Background: an optimization exercise with open tools, aiming at small area. Do not read the settings as production practice.
Function was checked by simulation only, so behaviour that the tests miss may differ from the original.
Power figures rest on the tool's default switching activity, not on a simulated workload.

### design/flow/constraint.sdc
create_clock -name core_clock -period 5.0 [get_ports {clk}]
set_input_delay 1.0000 -clock core_clock [delete_from_list [all_inputs] [get_ports {clk}]]
set_output_delay 1.0000 -clock core_clock [all_outputs]
set_load 0.01 [all_outputs]
### design/flow/run.sh
#!/bin/bash
# synth_recipe.tcl (not shown) runs the flow's synth.tcl, then flattens the netlist and writes it again
# the make line also repeats each setting of config.mk as NAME=value (left out here)
make -C /OpenROAD-flow-scripts/flow DESIGN_CONFIG=/design/flow/config.mk WORK_HOME=/design/flow/orfs CLKGATE_MAP_FILE= SYNTH_SCRIPT=/design/flow/synth_recipe.tcl finish
### design/flow/design.v
module BankTicketMachineFSM (
    input clk,
    input rst_n,
    input [2:0] service_ButtonPress,  
    input [3:0] officer_ButtonPress,    
    output reg [6:0] Tickernum,   
    output reg [1:0] Desknum,    
    output reg [15:0] ticket_WaitingCustomers,   
    output reg [2:0] ticket_ServiceType  
    );
parameter IDLE = 3'b001;
parameter SERVICE = 3'b010;   
parameter DISPLAY = 3'b100;   
parameter General_Serivces = 3'b001;
parameter Loan_Services = 3'b010;
parameter Coustemer_Service = 3'b100;
parameter Officer1 = 4'b0001;
parameter Officer2 = 4'b0010;
parameter Officer3 = 4'b0100;
parameter Officer4 = 4'b1000;
reg [2:0] service_ButtonPress_reg;
reg [3:0] officer_ButtonPress_reg;
reg [15:0] queuingNumber[2:0];  
reg [2:0] state, nextState;  
always @(posedge clk or negedge rst_n) begin
    if(!rst_n)begin
        service_ButtonPress_reg <= 'b0;
        officer_ButtonPress_reg <= 'b0;
    end
    else begin
        service_ButtonPress_reg <= service_ButtonPress;
        officer_ButtonPress_reg <= officer_ButtonPress;
    end
end
always @(posedge clk or negedge rst_n) begin
    if (!rst_n) begin
        state <= IDLE;  
    end 
    else begin
        state <= nextState;  
    end
end
always @(*)begin
    if(!rst_n)begin
        nextState <= IDLE;
    end
    else begin
        if(service_ButtonPress!=3'b000)begin
            nextState <= SERVICE;
        end
        else if (officer_ButtonPress!=4'b0000) begin
            nextState <= DISPLAY;
        end
        else begin
            nextState <= IDLE;
        end
    end
end
always@(posedge clk or negedge rst_n)begin
    if (!rst_n) begin
        Tickernum <= 'b0;
        Desknum <= 'b0;
        ticket_WaitingCustomers <= 'b0;
        ticket_ServiceType <= 'b0;
        queuingNumber[0] <= 'b0;  
        queuingNumber[1] <= 'b0;  
        queuingNumber[2] <= 'b0;  
    end
    else begin
        case(state)
        IDLE:begin
            Tickernum <= Tickernum;
            Desknum <= Desknum;
            ticket_WaitingCustomers <= ticket_WaitingCustomers;
            ticket_ServiceType <= ticket_ServiceType;
            queuingNumber[0] <= queuingNumber[0];  
            queuingNumber[1] <= queuingNumber[1];  
            queuingNumber[2] <= queuingNumber[2];  
        end
        SERVICE:begin
            case(service_ButtonPress_reg)
                General_Serivces:begin
                    queuingNumber[0] <= queuingNumber[0] + 1'b1;
                    ticket_WaitingCustomers <= queuingNumber[0];
                    ticket_ServiceType <= General_Serivces;
                end
                Loan_Services:begin
                    queuingNumber[1] <= queuingNumber[1] + 1'b1;
                    ticket_WaitingCustomers <= queuingNumber[1];
                    ticket_ServiceType <= Loan_Services;
                end
                Coustemer_Service:begin
                    queuingNumber[2] <= queuingNumber[2] + 1'b1;
                    ticket_WaitingCustomers <= queuingNumber[2];
                    ticket_ServiceType <= Coustemer_Service;
                end
                default:begin
                    ticket_WaitingCustomers <= ticket_WaitingCustomers;
                    ticket_ServiceType <= ticket_ServiceType;
                end
            endcase
        end
        DISPLAY:begin
            case(officer_ButtonPress_reg)
                Officer1:begin
                    Desknum <= 2'd0;
                    if(queuingNumber[0]>0)begin
                        queuingNumber[0]<=queuingNumber[0]-1'b1;
                        Tickernum <= Tickernum + 1'b1;
                    end
                    else if(queuingNumber[1]>0)begin
                        queuingNumber[1]<=queuingNumber[1]-1'b1;
                        Tickernum <= Tickernum + 1'b1;
                    end
                    else if(queuingNumber[2]>0)begin
                        queuingNumber[2]<=queuingNumber[2]-1'b1;
                        Tickernum <= Tickernum + 1'b1;
                    end
                    else begin
                        Tickernum <= Tickernum;
                    end
                end
                Officer2:begin
                    Desknum <= 2'd1;
                    if(queuingNumber[1]>0)begin
                        queuingNumber[1]<=queuingNumber[1]-1'b1;
                        Tickernum <= Tickernum + 1'b1;
                    end
                    else if(queuingNumber[2]>0)begin
                        queuingNumber[2]<=queuingNumber[2]-1'b1;
                        Tickernum <= Tickernum + 1'b1;
                    end
                    else if(queuingNumber[2]>0)begin
                        queuingNumber[0]<=queuingNumber[0]-1'b1;
                        Tickernum <= Tickernum + 1'b1;
                    end
                    else begin
                        Tickernum <= Tickernum;
                    end
                end
                Officer3:begin
                    Desknum <= 2'd2;
                    if(queuingNumber[2]>0)begin
                        queuingNumber[2]<=queuingNumber[2]-1'b1;
                        Tickernum <= Tickernum + 1'b1;
                    end
                    else if(queuingNumber[0]>0)begin
                        queuingNumber[0]<=queuingNumber[0]-1'b1;
                        Tickernum <= Tickernum + 1'b1;
                    end
                    else if(queuingNumber[1]>0)begin
                        queuingNumber[1]<=queuingNumber[1]-1'b1;
                        Tickernum <= Tickernum + 1'b1;
                    end
                    else begin
                        Tickernum <= Tickernum;
                    end
                end
                Officer4:begin
                    if(queuingNumber[0]>0)begin
                        queuingNumber[0]<=queuingNumber[0]-1'b1;
                        Tickernum <= Tickernum + 1'b1;
                    end
                    else if(queuingNumber[2]>0)begin
                        queuingNumber[2]<=queuingNumber[2]-1'b1;
                        Tickernum <= Tickernum + 1'b1;
                    end
                    else if(queuingNumber[2]>0)begin
                        queuingNumber[1]<=queuingNumber[1]-1'b1;
                        Tickernum <= Tickernum + 1'b1;
                    end
                    else begin
                        Tickernum <= Tickernum;
                    end
                end
                default:begin
                    Tickernum <= Tickernum;
                    Desknum <= Desknum;
                end
            endcase
        end
        endcase
    end
end
endmodule
### design/flow/config.mk
export PLATFORM = sky130hd
export DESIGN_NAME = BankTicketMachineFSM
export DESIGN_NICKNAME = BankTicketMachineFSM
export VERILOG_FILES = /design/flow/design.v
export SDC_FILE = /design/flow/constraint.sdc
export NUM_CORES = 4
export LEC_CHECK = 0
export CAP_MARGIN = 20
export CORE_MARGIN = 2
export CORE_UTILIZATION = 40
export SLEW_MARGIN = 20
==> flow_summary.yaml, run 1 <==
sta:
  hold_viol: 0
  setup_viol: 0
  fin_tns_setup_ns: 0
  relSlewSlack: 0.432
  worstMarginPinSlew_ns: 0.853
  max_freq_mhz: 272
  period_share: 0.736
  period_needed_ns: 3.68
  fin_skew_ns: 0.00550
  slew_viol_final: 0
  rsz0062_at_grt: "false"
die:
  start_util: 0.410
  die_h_um: 123
  coreArea_mm2: 0.0139
  die_x_um: 123
  row_count: 43
  pin_count: 37
  dieArea_mm2: 0.0152
synth:
  syn_area_per_cell_um2: 9.12
  synth.distinct_cells: 65
  async_flop_share: 1.00
  ys_dominant_reg_cell: "dfrtp_1"
  syn_area_mm2: 0.00570
  syn_inst: 625
  yosys_warnings: 2
  synth-seq-area-share: 0.378
  synth_edf_count: 0
  ys_seq_elements: 86
  syn_nets: 680
route:
  dr.pass1.iters: 4
  wl_per_cell_um: 16.7
  drc: 0
  drtIter0Drc: 315
  wl_um: 14000
  vias: 4757
  postRouteAntennaNets: 0
  drt-vias-per-instance: 5.65
place:
  gp_congestion: 0.850
  place_inst: 826
  dpl.hpwl_um: 10100
  placed_area_mm2: 0.00624
  numPortBuffers: 36
cts:
  cts_buffers: 9
  ctsResizeCount: 0
  clk_latency_ns: 0.35
  cts.sinks: 86
  post_cts_buffers: 0
  cts_max_path_buffers: 2
  cts_root_buffer: "clkbuf_16"
  htree_levels: 3
  hold_buffers: 0
  clk_pin_slew_ns: 0.06
  cts_tree: "yes"
layout:
  design_area_mm2: 0.00652
  fin_util: 0.470
  drive_above_1_share: 0.0680
  largest_reg_flops: 48
  layout_common_cells: "85 x dfrtp_1, 80 x nand2_1, 67 x o21ai_0"
  fin_cells: 842
  diodes: 0
  largest_registers: "queuingNumber (48), ticket_WaitingCustomers (16), Tickernum (7)"
  final_common_cell: "dfrtp_1"
  top_register: "queuingNumber"
  synthToLayoutAreaGrowth_pct: 14.5
  nNetsFinal: 712
critical_path:
  endpoint_kind: "flop"
  crit_slowest_cell: "dfstp_2"
  path_class: "flop to flop"
  path_cells: "nor2_1 > nand2_1 > clkinv_1 > buf_4 > buf_4 > fa_1 > a21o_1 > a21oi_1 > o21ai_0 > a21o_1 > a211o_1 > a31oi_1 > xor2_1 > o21ai_0"
  cp.required_ns: 5.22
  path_max_fanout: 31
  crit_path_max_incr_delay_ns: 0.54
  cp-start-kind: "flop"
  cp_data_arrival_time_ns: 3.90
global_routing:
  grt_max_degree: 64
  overflow: 0
  grt_pass1_wl_um: 23600
  grt_usage: 0.199
  grt_antenna_before_repair: 0
  grt_pass1_vias: 4763
flow_run:
  maxCapViolations: 0
pwr:
  cellPowerDensity_mw_per_mm2: 371
  totalPowerFinal_uw: 2420
  peakVddDrop_v: 0.000222
  p_leak_uw: 0.00291
outcome:
  status: "no timing/DRC/antenna violations"
worst_hold_path:
  min_path_type: "flop to flop"
synthesized netlist by cell type (all sizes together) (2+ instances only):
| master | instances | share of area |
|---|---|---|
| clkbuf | 14 | 0.0092 |
| xor2 | 22 | 0.034 |
| ha | 43 | 0.094 |
| nor3 | 17 | 0.015 |
| mux2 | 6 | 0.013 |
| o22ai | 19 | 0.021 |
| or2 | 4 | 0.0048 |
| fa | 3 | 0.011 |
| nand2b | 10 | 0.011 |
| dfrtp | 85 | 0.37 |
| inv | 11 | 0.0072 |
| nand2 | 81 | 0.054 |
| nor2 | 28 | 0.018 |
| a211oi | 3 | 0.0040 |
| o21a | 5 | 0.0066 |
| nand3b | 2 | 0.0026 |
| nor2b | 4 | 0.0044 |
| o211ai | 7 | 0.0092 |
| or3 | 2 | 0.0022 |
| buf | 8 | 0.0081 |
| a211o | 6 | 0.0092 |
| a21oi | 33 | 0.029 |
| a21boi | 2 | 0.0026 |
| xnor2 | 26 | 0.040 |
| nand3 | 13 | 0.011 |
| o21bai | 5 | 0.0066 |
| a21o | 8 | 0.011 |
| nor4b | 4 | 0.0061 |
| nand4 | 2 | 0.0033 |
| nor3b | 5 | 0.0066 |
| and2 | 5 | 0.0055 |
| o22a | 16 | 0.025 |
| and3 | 5 | 0.0055 |
| a31oi | 5 | 0.0055 |
| nor4 | 15 | 0.020 |
| o31ai | 8 | 0.011 |
| o21ai | 72 | 0.064 |
| o31a | 2 | 0.0031 |
through the flow:
step | hold slack (ns) | setup WS [ns]
after global placement | 0.462 | 1.48
after detailed placement | 0.474 | 1.35
after global routing | 0.510 | 1.09
after CTS | 0.486 | 1.34
final | 0.476 | 1.32
after floorplan | 0.464 | 0.867
worst paths after layout:
kind / cells after the start / from / end / slack [ns]
worst max-delay path: 14 / state[0] / queuingNumber[1][14] / 1.32
worst min-delay path: 1 / Tickernum[6] / Tickernum[6] / 0.48
worst max register to register: 14 / state[0] / queuingNumber[1][14] / 1.32
worst min register to register: 1 / Tickernum[6] / Tickernum[6] / 0.48
max in group asynchronous: 2 / rst_n / ticket_WaitingCustomers[7] / 3.36
min in group asynchronous: 1 / rst_n / Tickernum[1] / 0.74
critical path, delay by kind of cell (launching register included):
| family | cells | cell delay, ns |
|---|---|---|
| fa+ha+maj | 1 | 0.45 |
| compound gates | 7 | 1.41 |
| buf+inv | 3 | 0.65 |
| simple gates | 2 | 0.34 |
| xor+xnor | 1 | 0.16 |
| flops | 1 | 0.54 |
metal layers:
| layer | wire [µm] | global-route usage |
|---|---|---|
| met4 | 340 | 0.0689 |
| met5 | 0 | 0 |
| met2 | 6680 | 0.335 |
| met3 | 461 | 0.0392 |
| met1 | 6550 | 0.254 |
final cells by class:
class	instances	area [µm²]
tap	180	225
clock buffer	11	243
clock inverter	5	33.8
sequential	86	2150
timing repair buffer	43	410
inverter	12	45.0
multi-input combinational	505	3410
fill	1313	7360
kinds of logic after synthesis:
kind of cell | count (synthesis) | synth area share
buffers and inverters | 34 | 0.0253
AND/OR/NAND/NOR | 201 | 0.176
multiplexers | 7 | 0.0149
XOR/XNOR | 48 | 0.0738
flip-flops | 86 | 0.378
AO/OA/AOI/OAI | 203 | 0.227
adder cells (fa/ha/maj) | 46 | 0.105
power breakdown:
part / leakage (µW) / total [µW] / internal [µW] / switching, µW
clock: 0.000132 / 634 / 350 / 283
combinational: 0.00165 / 744 / 375 / 369
sequential: 0.00112 / 1040 / 844 / 198
total: 0.00291 / 2420 / 1570 / 851
==> run 2: changes to the inputs <==
==> design/flow/design.v (replaced) <==
module BankTicketMachineFSM (
    input clk,
    input rst_n,
    input [2:0] service_ButtonPress,
    input [3:0] officer_ButtonPress,
    output reg [6:0] Tickernum,
    output reg [1:0] Desknum,
    output reg [15:0] ticket_WaitingCustomers,
    output reg [2:0] ticket_ServiceType
    );
wire [2:0] s = service_ButtonPress;
wire [3:0] o = officer_ButtonPress;
wire s_oh = (s == 3'b001) | (s == 3'b010) | (s == 3'b100);
wire o_oh = (o == 4'b0001) | (o == 4'b0010) | (o == 4'b0100) | (o == 4'b1000);
wire [2:0] act_d = (s != 3'b000) ? (s_oh ? {1'b0, s[2] | s[1], s[2] | s[0]} : 3'b000)
                                 : (o_oh ? {1'b1, o[3] | o[2], o[3] | o[1]} : 3'b000);
reg [2:0] act;
reg vld;
always @(posedge clk or negedge rst_n) begin
    if (!rst_n) begin
        act <= 3'b000;
        vld <= 1'b0;
    end else begin
        act <= act_d;
        vld <= 1'b1;
    end
end
reg [15:0] q0, q1, q2;
wire nz0 = |q0;
wire nz1 = |q1;
wire nz2 = |q2;
wire isS = ~act[2] & (act[1] | act[0]);
wire S0 = (act == 3'b001);
wire S1 = (act == 3'b010);
wire S2 = (act == 3'b011);
wire O1 = (act == 3'b100);
wire O2 = (act == 3'b101);
wire O3 = (act == 3'b110);
wire O4 = (act == 3'b111);
wire sel0 = S0 | ((O1 | O4) & nz0) | (O3 & ~nz2 & nz0);
wire sel1 = S1 | (O1 & ~nz0 & nz1) | (O2 & nz1) | (O3 & ~nz2 & ~nz0 & nz1);
wire sel2 = S2 | (O1 & ~nz0 & ~nz1 & nz2) | (O2 & ~nz1 & nz2) | (O3 & nz2) | (O4 & ~nz0 & nz2);
wire found = act[2] & (sel0 | sel1 | sel2);
wire [15:0] qs = ({16{sel0}} & q0) | ({16{sel1}} & q1) | ({16{sel2}} & q2);
wire [15:0] x = qs ^ {16{act[2]}};
wire [15:0] t;
assign t[0] = vld;
genvar i;
generate for (i = 1; i < 16; i = i + 1) begin : chain
    assign t[i] = t[i-1] & x[i-1];
end endgenerate
wire [15:0] nq = qs ^ t;
always @(posedge clk) begin
    if (sel0 | ~vld) q0 <= nq;
    if (sel1 | ~vld) q1 <= nq;
    if (sel2 | ~vld) q2 <= nq;
end
always @(posedge clk or negedge rst_n) begin
    if (!rst_n) begin
        Tickernum <= 7'd0;
        Desknum <= 2'd0;
        ticket_WaitingCustomers <= 16'd0;
        ticket_ServiceType <= 3'b000;
    end else begin
        if (found) Tickernum <= Tickernum + 1'b1;
        if (O1) Desknum <= 2'd0;
        if (O2) Desknum <= 2'd1;
        if (O3) Desknum <= 2'd2;
        if (isS) begin
            ticket_WaitingCustomers <= qs;
            ticket_ServiceType <= {S2, S1, S0};
        end
    end
end
endmodule
==> run 2 against run 1 <==
- still clean on timing, DRC and antenna
- non-clock buffer count is 4 higher
- power decreased by 30%
- routed wire length down 42%
- clock power fell by 25%
- critical path depth decreased by 2
- critical path type unchanged
- largest power group unchanged
==> flow_summary.yaml, run 2 <==
sta:
  max_freq_mhz: 251
  fin_ws_ns: 1.01
  whs_ns: 0.472
  fin_tns_setup_ns: 0
  hold_viol: 0
  worstMarginPinSlew_ns: 0.937
  period_share: 0.797
  fin_skew_ns: 0.0103
  setup_viol: 0
  slew_viol_final: 0
  period_needed_ns: 3.99
  relSlewSlack: 0.373
  rsz0062_at_grt: "false"
synth:
  synth_common_cells: "48 x edfxtp_1, 32 x dfrtp_1, 22 x nand2_1, 20 x nor2_1, 19 x o21ai_0"
  yosys.area.top_type: "edfxtp_1"
  synth.area.mux_share: 0.00963
  synth.distinct_cells: 40
  syn_area_mm2: 0.00351
  syn_area_per_cell_um2: 12.6
  ys_seq_elements: 80
  ys_dominant_reg_cell: "edfxtp_1"
  syn_nets: 289
  synth-seq-area-share: 0.639
  synth_xor_area_frac: 0.0724
  yosys_warnings: 1
  synth_area_leaders: "edfxtp_1 41%, dfrtp_1 23%, a222oi_1 4.6%"
  yosysMostFrequentCell: "edfxtp_1"
  synth_top_family_by_area: "simple AND/OR/NAND/NOR gates"
  yosys.area_share.adder: 0.00357
  synthSimpleGateAreaFrac: 0.137
  synth-compound-area-share: 0.120
  synth_edf_count: 48
  synth_top_cell_area_share: 0.411
  syn_inst: 279
  async_flop_share: 0.400
cts:
  cts_root_buffer: "clkbuf_8"
  clk_latency_ns: 0.35
  clk_pin_slew_ns: 0.09
  hold_buffers: 0
  post_cts_buffers: 0
  cts_max_path_buffers: 2
  cts.sinks: 80
  ctsResizeCount: 0
  cts_tree: "yes"
  cts_buffers: 9
  htree_levels: 3
layout:
  nNetsFinal: 336
  multi_input_area_mm2: 0.00121
  layout_common_cells: "48 x edfxtp_1, 36 x clkdlybuf4s50_1, 32 x dfrtp_1"
  final_common_cell: "edfxtp_1"
  drive_above_1_share: 0.103
  regArea_mm2: 0.00224
  fin_util: 0.495
  fillerInstances: 790
  fin_cells: 439
  diodes: 0
  synthToLayoutAreaGrowth_pct: 21.1
route:
  drc: 0
  drtIter0Drc: 227
  drt-vias-per-instance: 5.77
  postRouteAntennaNets: 0
  dr.pass1.iters: 8
  wl_um: 8140
  vias: 2531
  wl_per_cell_um: 18.6
global_routing:
  grt_pass1_vias: 2486
  grt_antenna_before_repair: 0
  grt_pass1_wl_um: 13600
  grt_usage: 0.183
  overflow: 0
  grt_max_degree: 33
die:
  start_util: 0.408
  dieArea_mm2: 0.00954
  die_x_um: 97.7
  die_h_um: 97.7
  pin_count: 37
  coreArea_mm2: 0.00859
  row_count: 34
critical_path:
  path_class: "flop to flop"
  cp_data_arrival_time_ns: 4.04
  endpoint_kind: "flop"
  path_cells: "nor4_1 > nand4_1 > nor2_1 > o211ai_1 > nand2_1 > a222oi_1 > buf_4 > or4_1 > a221oi_2 > buf_4 > o2111ai_1 > xor2_1"
  crit_path_max_incr_delay_ns: 0.55
  crit_top_cell: "buf_4"
  crit_slowest_cell: "or4_1"
  cp.required_ns: 5.05
  cp-start-kind: "flop"
  path_max_fanout: 16
pwr:
  peakVddDrop_v: 0.000166
  p_leak_uw: 0.00157
  cellPowerDensity_mw_per_mm2: 399
place:
  gp_congestion: 0.833
  numPortBuffers: 36
  place_inst: 423
  post-place-ws_ns: 1.07
  dpl.hpwl_um: 5860
flow_run:
  maxCapViolations: 0
outcome:
  status: "no timing/DRC/antenna violations"
worst_hold_path:
  min_path_type: "flop to flop"
[run 2: area by class of cell]
class	count	share of cell area
Clock buffer	9	0.0291
Clock inverter	7	0.0180
Inverter	4	0.00353
Multi-Input combinational cell	184	0.286
Sequential cell	80	0.528
Tap cell	108	0.0318
Timing Repair Buffer	47	0.104
[run 2: power by group]
group	internal, µW	switching (µW)
registers	824	77.6
clock network	236	240
logic	153	165
[run 2: through the flow]
stage | area, µm² | power, µW
after floorplan | 3510 | 1040
after global routing | 4250 | 1780
after CTS | 4240 | 1710
after global placement | 4040 | 1230
after detailed placement | 4040 | 1230
final | 4250 | 1700
[run 2: kinds of logic (layout without fill, tap and decap cells)]
logic type               after synthesis  after routing
adder cells (fa/ha/maj)                1              1
flip-flops                            80             80
buffers and inverters                 15             67
multiplexers                           3              3
AND/OR/NAND/NOR                       94             94
AO/OA/AOI/OAI                         56             56
other                                  1              1
XOR/XNOR                              29             29
[run 2: path summary, 6_finish.rpt]
check / start / end / slack, ns / cells after the start
max in group asynchronous: rst_n / ticket_ServiceType[2] / 3.66 / 2
min in group asynchronous: rst_n / Tickernum[5] / 1.04 / 2
min reg2reg: Tickernum[6] / Tickernum[6] / 0.47 / 1
max reg2reg: q0[0] / q0[15] / 1.01 / 12
min: Tickernum[6] / Tickernum[6] / 0.47 / 1
max: q0[0] / q0[15] / 1.01 / 12
[run 2: metal layers]
layer  GRT usage  vias up  wire length (µm)
met5           0        -                 0
met4      0.0641        0               110
met3      0.0396       10               384
met2       0.293       79              4080
met1       0.247     1264              3570
li1            -     1178                 -
[run 2: critical path, delay by kind of cell (launching register included)]
kind | cells | cell delay, ns
compound gates | 4 | 0.69
flops | 1 | 0.42
xor+xnor | 1 | 0.19
simple gates | 5 | 1.96
buf+inv | 2 | 0.44

## static timing again, ports no longer ideal
No port has a modelled driver above. Below, the same layouts with a new extraction and two added sets of constraints.
Step 1 sets driving cells, clkbuf_16 on the clock port and buf_2 on the other inputs (assumed; they add their load-dependent delay and slew).
Step 2 adds t to the input delays and takes it off the output delays; t is the mean of the earliest and latest rising clock arrival at the registers after step 1. Input paths then give back, and output paths get back, about the clock's delay inside the block.
Slacks: no drivers / after step 1 / after step 2; pairs: no drivers / after step 1.
run | t, ns | slack for setup (ns) | slew at the worst register clock pin (ns)
run 1 | 0.389 | 1.321 / 1.321 / 1.321 | 0.06 / 0.06
run 2 | 0.374 | 1.014 / 1.014 / 1.014 | 0.09 / 0.09
After both steps setup and hold are still met in every run listed.
